What follows belongs to an exercise in optimizing a design on an open flow for small area; a production flow would make more cautious choices. The RTL was checked by simulation tests, not by an equivalence proof against the original design. No driver is modelled on the clock port, so clock power and skew are understated where the tree is cut down; a real chip needs a root buffer or a tree. No activity file was given, so power comes from the tool's default toggle rates.

==> flow/design.v <==
`timescale 1ns / 1ps
module DigitalClock(
    input M_CLOCK,
    input RST,           
    input [3:0] IO_PB,
    input [7:0] IO_DSW,
    output [3:0] IO_SSEGD,
    output [7:0] IO_SSEG,
    output IO_SSEG_COL,
    output [3:0] F_LED,
    output [7:0] IO_LED,
    output TX
    );
  assign IO_SSEG_COL = 1'b1;
  assign F_LED = 4'b0000;
  assign IO_LED = ~IO_DSW;
  reg [12:0] SecondsCounter;
  reg [5:0]  HowManySeconds;
  reg [2:0]  DigitONE;
  reg [3:0]  DigitTWO;
  reg [2:0]  DigitTHREE;
  reg [3:0]  DigitFOUR;
  wire sc_hi = SecondsCounter[12] & SecondsCounter[9] & SecondsCounter[8] &
               SecondsCounter[7] & SecondsCounter[3];             
  wire tick  = sc_hi & ~SecondsCounter[1] & ~SecondsCounter[0];  
  wire sc_wrap = sc_hi & SecondsCounter[1];                      
  wire pbsmp = (SecondsCounter == 13'd10);
  assign TX = (SecondsCounter >= 13'd2502);
  wire m_clk  = (IO_DSW == 8'b00111111);
  wire g_ds   = (IO_DSW[7:1] == 7'b1100111);    
  wire g_sc   = (IO_DSW[7:1] == 7'b1111001);    
  wire m_down = g_ds & ~IO_DSW[0];
  wire m_set  = g_ds & IO_DSW[0];
  wire m_sw   = g_sc & ~IO_DSW[0];
  wire m_clr  = g_sc & IO_DSW[0];
  wire h60 = HowManySeconds[5] & HowManySeconds[4] & HowManySeconds[3] & HowManySeconds[2];
  wire [2:0] q1 = DigitONE;
  wire [3:0] q2 = DigitTWO;
  wire [2:0] q3 = DigitTHREE;
  wire [3:0] q4 = DigitFOUR;
  wire z4  = ~|q4;
  wire e4  = q4 == 4'd9;
  wire z3  = ~|q3;
  wire e3  = q3 == 3'd5;
  wire z2  = ~|q2;
  wire e2  = q2 == 4'd9;
  wire ge2 = |q2[3:1];
  wire z1  = ~|q1;
  wire o1  = q1 == 3'd1;
  wire s1  = q1 == 3'd6;
  wire tk_clk = tick & m_clk & h60;         
  wire tk_up  = tk_clk | (tick & m_sw);     
  wire tk_dn  = tick & m_down;              
  wire pb_clk = pbsmp & m_clk;
  wire pb_set = pbsmp & m_set;
  wire clr    = pbsmp & m_clr & ~(&IO_PB);
  wire allz   = z4 & z3 & z2 & z1;
  wire dnok   = tk_dn & ~allz;
  wire w4  = tk_up | (pb_set & ~IO_PB[3]);           
  wire up4 = w4 | (pb_clk & ~IO_PB[3]);
  wire b4  = dnok & z4;                               
  wire c4  = tk_up & e4;                              
  wire [3:0] t4; assign t4[0] = up4 | dnok;
  assign t4[1] = t4[0] & (q4[0] ^ dnok);
  assign t4[2] = t4[1] & (q4[1] ^ dnok);
  assign t4[3] = t4[2] & (q4[2] ^ dnok);
  wire zall4 = clr | (w4 & e4);
  wire [3:0] n4 = (q4 ^ t4) & ~{zall4, zall4 | b4, zall4 | b4, zall4};
  wire w3  = c4 | (pb_set & ~IO_PB[2]);
  wire up3 = w3 | (pb_clk & ~IO_PB[2]);
  wire b3  = b4 & z3;
  wire c3  = c4 & e3;
  wire [2:0] t3; assign t3[0] = up3 | b4;
  assign t3[1] = t3[0] & (q3[0] ^ b4);
  assign t3[2] = t3[1] & (q3[1] ^ b4);
  wire zall3 = clr | (w3 & e3);
  wire [2:0] n3 = (q3 ^ t3) & ~{zall3, zall3 | b3, zall3};
  wire c3h = c3 & m_clk & ~z1;                        
  wire pb2c = pb_clk & ~IO_PB[1];
  wire pb2s = pb_set & ~IO_PB[1];
  wire set1 = c3h & ge2;                              
  wire up2 = c3 | pb2c | pb2s;
  wire b2  = b3 & z2;
  wire [3:0] t2; assign t2[0] = up2 | b3;
  assign t2[1] = t2[0] & (q2[0] ^ b3);
  assign t2[2] = t2[1] & (q2[1] ^ b3);
  assign t2[3] = t2[2] & (q2[2] ^ b3);
  wire zall2 = clr | set1 | (((c3 & ~c3h) | pb2s) & e2) | (pb2c & o1 & ge2);
  wire [3:0] n2 = ((q2 ^ t2) & ~{zall2, zall2 | b2, zall2 | b2, zall2}) | {3'b000, set1};
  wire pb1c = pb_clk & ~IO_PB[0];
  wire pb1s = pb_set & ~IO_PB[0];
  wire up1 = (c3 & ~c3h & e2) | pb1c | pb1s;
  wire [2:0] t1; assign t1[0] = up1 | b2;
  assign t1[1] = t1[0] & (q1[0] ^ b2);
  assign t1[2] = t1[1] & (q1[1] ^ b2);
  wire zall1 = clr | set1 | (pb1c & o1) | (pb1s & s1);
  wire [2:0] n1 = (q1 ^ t1) & ~{3{zall1}};
  always @(posedge M_CLOCK) begin
    if (RST) begin
      SecondsCounter <= 13'd0;
      HowManySeconds <= 6'd1;
      DigitONE <= 3'd1;
      DigitTWO <= 4'd2;
      DigitTHREE <= 3'd0;
      DigitFOUR <= 4'd0;
    end else begin
      SecondsCounter <= sc_wrap ? 13'd2 : SecondsCounter + 1'b1;
      if (tick & m_clk) HowManySeconds <= h60 ? 6'd1 : HowManySeconds + 1'b1;
      DigitONE <= n1; DigitTWO <= n2; DigitTHREE <= n3; DigitFOUR <= n4;
    end
  end
  reg  [1:0] PP;
  reg  [4:0] PS;
  reg  [3:0] V;
  wire ps_last = PS[4] & PS[3] & (PS[0] | PS[1] | ~(PP[1] & PP[0]));  
  wire blank = PS[4] & PS[3] & PS[1];
  wire [1:0] dsel = ps_last ? PP + 1'b1 : PP;    
  reg  [3:0] vn;
  always @* begin
    case (dsel)
      2'd0: vn = (DigitONE == 3'd7) ? 4'd1 : {1'b0, DigitONE};
      2'd1: vn = (DigitTWO > 4'd9) ? 4'd2 : DigitTWO;
      2'd2: vn = (DigitTHREE > 3'd5) ? 4'd0 : {1'b0, DigitTHREE};
      default: vn = (DigitFOUR > 4'd9) ? 4'd0 : DigitFOUR;
    endcase
  end
  always @(posedge M_CLOCK) begin
    if (RST) begin
      PP <= 2'd3;
      PS <= 5'd26;
      V <= 4'd15;
    end else begin
      if (ps_last) begin
        PS <= 5'd0;
        PP <= PP + 1'b1;
      end else
        PS <= PS + 1'b1;
      V <= vn;
    end
  end
  assign IO_SSEGD = ~(4'b0001 << PP) | {4{blank}};
  wire [6:0] seg =
    (V == 4'd0) ? 7'b1000000 :
    (V == 4'd1) ? 7'b1111001 :
    (V == 4'd2) ? 7'b0100100 :
    (V == 4'd3) ? 7'b0110000 :
    (V == 4'd4) ? 7'b0011001 :
    (V == 4'd5) ? 7'b0010010 :
    (V == 4'd6) ? 7'b0000010 :
    (V == 4'd7) ? 7'b1011000 :
    (V == 4'd8) ? 7'b0000000 :
    (V == 4'd9) ? 7'b0010000 : 7'b1111111;
  assign IO_SSEG = {~(TX & PP[1] & PP[0]), seg};
endmodule
==> flow/config.mk <==
export PLATFORM = sky130hd
export DESIGN_NAME = DigitalClock
export DESIGN_NICKNAME = DigitalClock
export VERILOG_FILES = /design/flow/design.v
export SDC_FILE = /design/flow/constraint.sdc
export NUM_CORES = 4
export LEC_CHECK = 0
export CAP_MARGIN = 20
export CORE_MARGIN = 2
export CORE_UTILIZATION = 70
export PLACE_DENSITY = 0.85
export SLEW_MARGIN = 20
==> flow/constraint.sdc <==
create_clock -name core_clock -period 10.0 [get_ports {M_CLOCK}]
set_input_delay 2.0000 -clock core_clock [delete_from_list [all_inputs] [get_ports {M_CLOCK}]]
set_output_delay 2.0000 -clock core_clock [all_outputs]
set_load 0.01 [all_outputs]
standard.sh (not shown) runs the stock make flow with config.mk's settings and CLKGATE_MAP_FILE= SYNTH_SCRIPT=/design/flow/synth_recipe.tcl, a recipe that flattens the netlist after the stock synthesis.
==> flow/flow/run.sh <==
#!/bin/bash
# Own layout flow: the standard ORFS flow (standard.sh) with these changes:
#  - synthesis maps logic with an area-oriented ABC script (flow/abc_area.script),
#  - port buffers use the smallest buffer cell (sky130_fd_sc_hd__buf_1),
#  - the clock tree is built by flow/manual_cts.tcl (a root buffer and a few leaf
#    buffers, as set in flow/clock_tree.txt) instead of TritonCTS;
#    the rest of the CTS step (placement legalisation, timing repair) is unchanged.
# Synthesis script, floorplan, power grid, taps, placement and routing are the
# standard flow's. Each tool's output goes to ORFS's logs under orfs/logs, and
# make's full output to make_finish.log here.
set -euo pipefail
work=$(pwd)
rm -rf "$work/scripts_local"
mkdir -p "$work/scripts_local"
cp -r "$FLOW_HOME/scripts/." "$work/scripts_local/"
cp "$work/flow/abc_area.script" "$work/scripts_local/abc_area.script"
read -r nleaf leaf root < "$work/flow/clock_tree.txt"
sed -e "s/@NLEAF@/$nleaf/g" -e "s/@LEAF@/$leaf/g" -e "s/@ROOT@/$root/g" \
  "$work/flow/manual_cts.tcl" > "$work/scripts_local/manual_cts.tcl"
sed -i 's|^log_cmd clock_tree_synthesis {\*}\$cts_args$|source $::env(SCRIPTS_DIR)/manual_cts.tcl|' "$work/scripts_local/cts.tcl"
grep -q 'manual_cts.tcl' "$work/scripts_local/cts.tcl"
bash "$work/standard.sh" \
  "SCRIPTS_DIR=$work/scripts_local" \
  ABC_AREA=1 \
  "BUFFER_PORTS_ARGS=-buffer_cell sky130_fd_sc_hd__buf_1" \
  finish > "$work/make_finish.log" 2>&1
==> flow/flow/abc_area.script <==
strash
ifraig
&get -n
&deepsyn -T 30 -I 10
&put
dch -f
amap
topo
Other scripts of this flow, unchanged in this note and not shown: flow/flow/clock_tree.txt, flow/flow/manual_cts.tcl
Rerun with:
--- a/flow/flow/run.sh
+++ b/flow/flow/run.sh
@@ -3 +3,2 @@
-#  - synthesis maps logic with an area-oriented ABC script (flow/abc_area.script),
+#  - synthesis maps logic with several area-oriented ABC scripts
+#    (flow/abc_cand_*.script) and keeps the smallest result (flow/best_abc.tcl),
@@ -4,0 +6 @@
+#  - constant outputs share one tie-high and one tie-low cell (no tie fanout repair),
@@ -16 +18,3 @@
-cp "$work/flow/abc_area.script" "$work/scripts_local/abc_area.script"
+cp "$work"/flow/abc_cand_*.script "$work/flow/best_abc.tcl" "$work/scripts_local/"
+sed -i 's|^  log_cmd abc {\*}\$abc_args$|  source $::env(SCRIPTS_DIR)/best_abc.tcl|' "$work/scripts_local/synth.tcl"
+grep -q 'best_abc.tcl' "$work/scripts_local/synth.tcl"
@@ -24,0 +29 @@
+  SKIP_REPAIR_TIE_FANOUT=1 \
==> flow/flow/abc_cand_1.script (new file) <==
strash
ifraig
dc2
balance; rewrite; refactor; balance; rewrite; rewrite -z; balance; refactor -z; rewrite -z; balance
balance; rewrite; refactor; balance; rewrite; rewrite -z; balance; refactor -z; rewrite -z; balance
dch -f
amap
topo
==> flow/flow/abc_cand_2.script (new file) <==
strash
ifraig
dc2
balance; rewrite; refactor; balance; rewrite; rewrite -z; balance; refactor -z; rewrite -z; balance
&get -n
&deepsyn -T 30
&put
dch -f
amap
topo
==> flow/flow/abc_cand_3.script (new file) <==
strash
ifraig
&get -n
&deepsyn -T 30 -I 10
&put
dch -f
amap
topo
==> flow/flow/abc_cand_4.script (new file) <==
strash
dc2
balance; rewrite; refactor; balance; rewrite; rewrite -z; balance; refactor -z; rewrite -z; balance
balance; rewrite; refactor; balance; rewrite; rewrite -z; balance; refactor -z; rewrite -z; balance
dch -f
map -a
topo
==> flow/flow/abc_cand_5.script (new file) <==
strash
ifraig
&get -n
&deepsyn -T 60 -I 20
&put
dch -f
amap
topo
==> flow/flow/best_abc.tcl (new file) <==
# Logic mapping: run ABC with each candidate script (abc_cand_*.script) on the
# same design and keep the mapping with the smallest cell area. Flip-flops are
# mapped before this step and ABC leaves them unchanged.
design -save pre_abc
set best_area -1
set best_name ""
foreach cand [lsort [glob $::env(SCRIPTS_DIR)/abc_cand_*.script]] {
  design -load pre_abc
  set name [file rootname [file tail $cand]]
  set args [lreplace $abc_args 1 1 $cand]
  log_cmd abc {*}$args
  opt_clean
  set statf $::env(OBJECTS_DIR)/$name.stat
  tee -q -o $statf stat {*}$lib_args
  set fp [open $statf r]
  set txt [read $fp]
  close $fp
  if { ![regexp {Chip area for module [^:]*:\s*([0-9.]+)} $txt -> area] } {
    error "no area for $name"
  }
  puts "ABC candidate $name: area $area"
  design -save $name
  if { $best_area < 0 || $area < $best_area } {
    set best_area $area
    set best_name $name
  }
}
puts "ABC candidate chosen: $best_name (area $best_area)"
design -load $best_name
CORE_UTILIZATION = 40   (was 70)
PLACE_DENSITY = 0.6   (was 0.85)
removed: flow/flow/abc_area.script
Outcome: The changed run ran to the end with no violations; cell area rises by 0.92%; clock power rises by about 2%; die area rises by 70%; via count falls by 7.7%; routed wire length falls by 2.2%; register-to-register slack improves by 0.05 ns; clock skew falls by 0.0067 ns; synthesized area is unchanged; core utilization falls by 34 points; setup slack improves by 0.041 ns.
Rerun with:
--- a/flow/flow/run.sh
+++ b/flow/flow/run.sh
@@ -3,2 +3 @@
-#  - synthesis maps logic with several area-oriented ABC scripts
-#    (flow/abc_cand_*.script) and keeps the smallest result (flow/best_abc.tcl),
+#  - synthesis maps logic with an area-oriented ABC script (flow/abc_area.script),
@@ -6 +4,0 @@
-#  - constant outputs share one tie-high and one tie-low cell (no tie fanout repair),
@@ -18,3 +16 @@
-cp "$work"/flow/abc_cand_*.script "$work/flow/best_abc.tcl" "$work/scripts_local/"
-sed -i 's|^  log_cmd abc {\*}\$abc_args$|  source $::env(SCRIPTS_DIR)/best_abc.tcl|' "$work/scripts_local/synth.tcl"
-grep -q 'best_abc.tcl' "$work/scripts_local/synth.tcl"
+cp "$work/flow/abc_area.script" "$work/scripts_local/abc_area.script"
@@ -29 +24,0 @@
-  SKIP_REPAIR_TIE_FANOUT=1 \
==> flow/flow/abc_area.script (new file) <==
strash
ifraig
&get -n
&deepsyn -T 30 -I 10
&put
dch -f
amap
topo
removed: flow/flow/abc_cand_1.script
removed: flow/flow/abc_cand_2.script
removed: flow/flow/abc_cand_3.script
removed: flow/flow/abc_cand_4.script
removed: flow/flow/abc_cand_5.script
removed: flow/flow/best_abc.tcl
Outcome: Clock power went down by about 1%; setup slack gets worse by 0.080 ns; power went up by about 0.47%; wire length went up by about 1.9%; first-iteration DRC count went up to 2.6 times its value.
Rerun with:
--- a/flow/flow/run.sh
+++ b/flow/flow/run.sh
@@ -4,0 +5 @@
+#  - constant outputs share one tie-high and one tie-low cell (no tie fanout repair),
@@ -24,0 +26 @@
+  SKIP_REPAIR_TIE_FANOUT=1 \
The changed run ran to the end with no violations. Cell count decreases slightly. Worst setup slack is better by 0.057 ns. Die area does not change. Global-route usage came out lower by 0.66 points. Wire length falls slightly. Hold slack barely changes. Clock power goes up by a few percent. First-iteration DRC count shrinks by well over a third. Utilization drops by 0.19 points. Combinational power stays flat.
No run of this note takes its clock network from TritonCTS; it comes from the design's own scripts or RTL.

port drivers added, routing unchanged:
The results above use ideal ports. As a check the final layouts listed here were re-extracted and re-timed, cells and wires unchanged.
Step 1: set_driving_cell puts a clkbuf_16 on M_CLOCK and a buf_2 on each other input, an assumption about the parent block.
Step 2 also shifts input and output timing later by t, the mid clock arrival at the registers, as if the neighbouring blocks saw the same clock.
Slacks: ideal ports / drivers / drivers and shift; pairs: ideal ports / drivers.
run	t (ns)	setup slack, ns	hold slack, ns	worst setup path after step 2	worst data-port slew with drivers (ns)
the first run	0.360	4.706 / 4.711 / 4.350	0.476 / 0.476 / 0.476	input to register	0.03
the second run	0.362	4.747 / 4.746 / 4.384	0.476 / 0.476 / 0.476	input to register	0.03
the third run	0.368	4.666 / 4.666 / 4.298	0.470 / 0.470 / 0.470	input to register	0.03
the fourth run	0.378	4.723 / 4.722 / 4.344	0.471 / 0.471 / 0.471	input to register	0.03
After both steps every run listed still meets setup and hold. For the fourth run, which loses most, drivers alone change the setup slack by -0.001 ns; drivers and shift together by -0.379 ns.
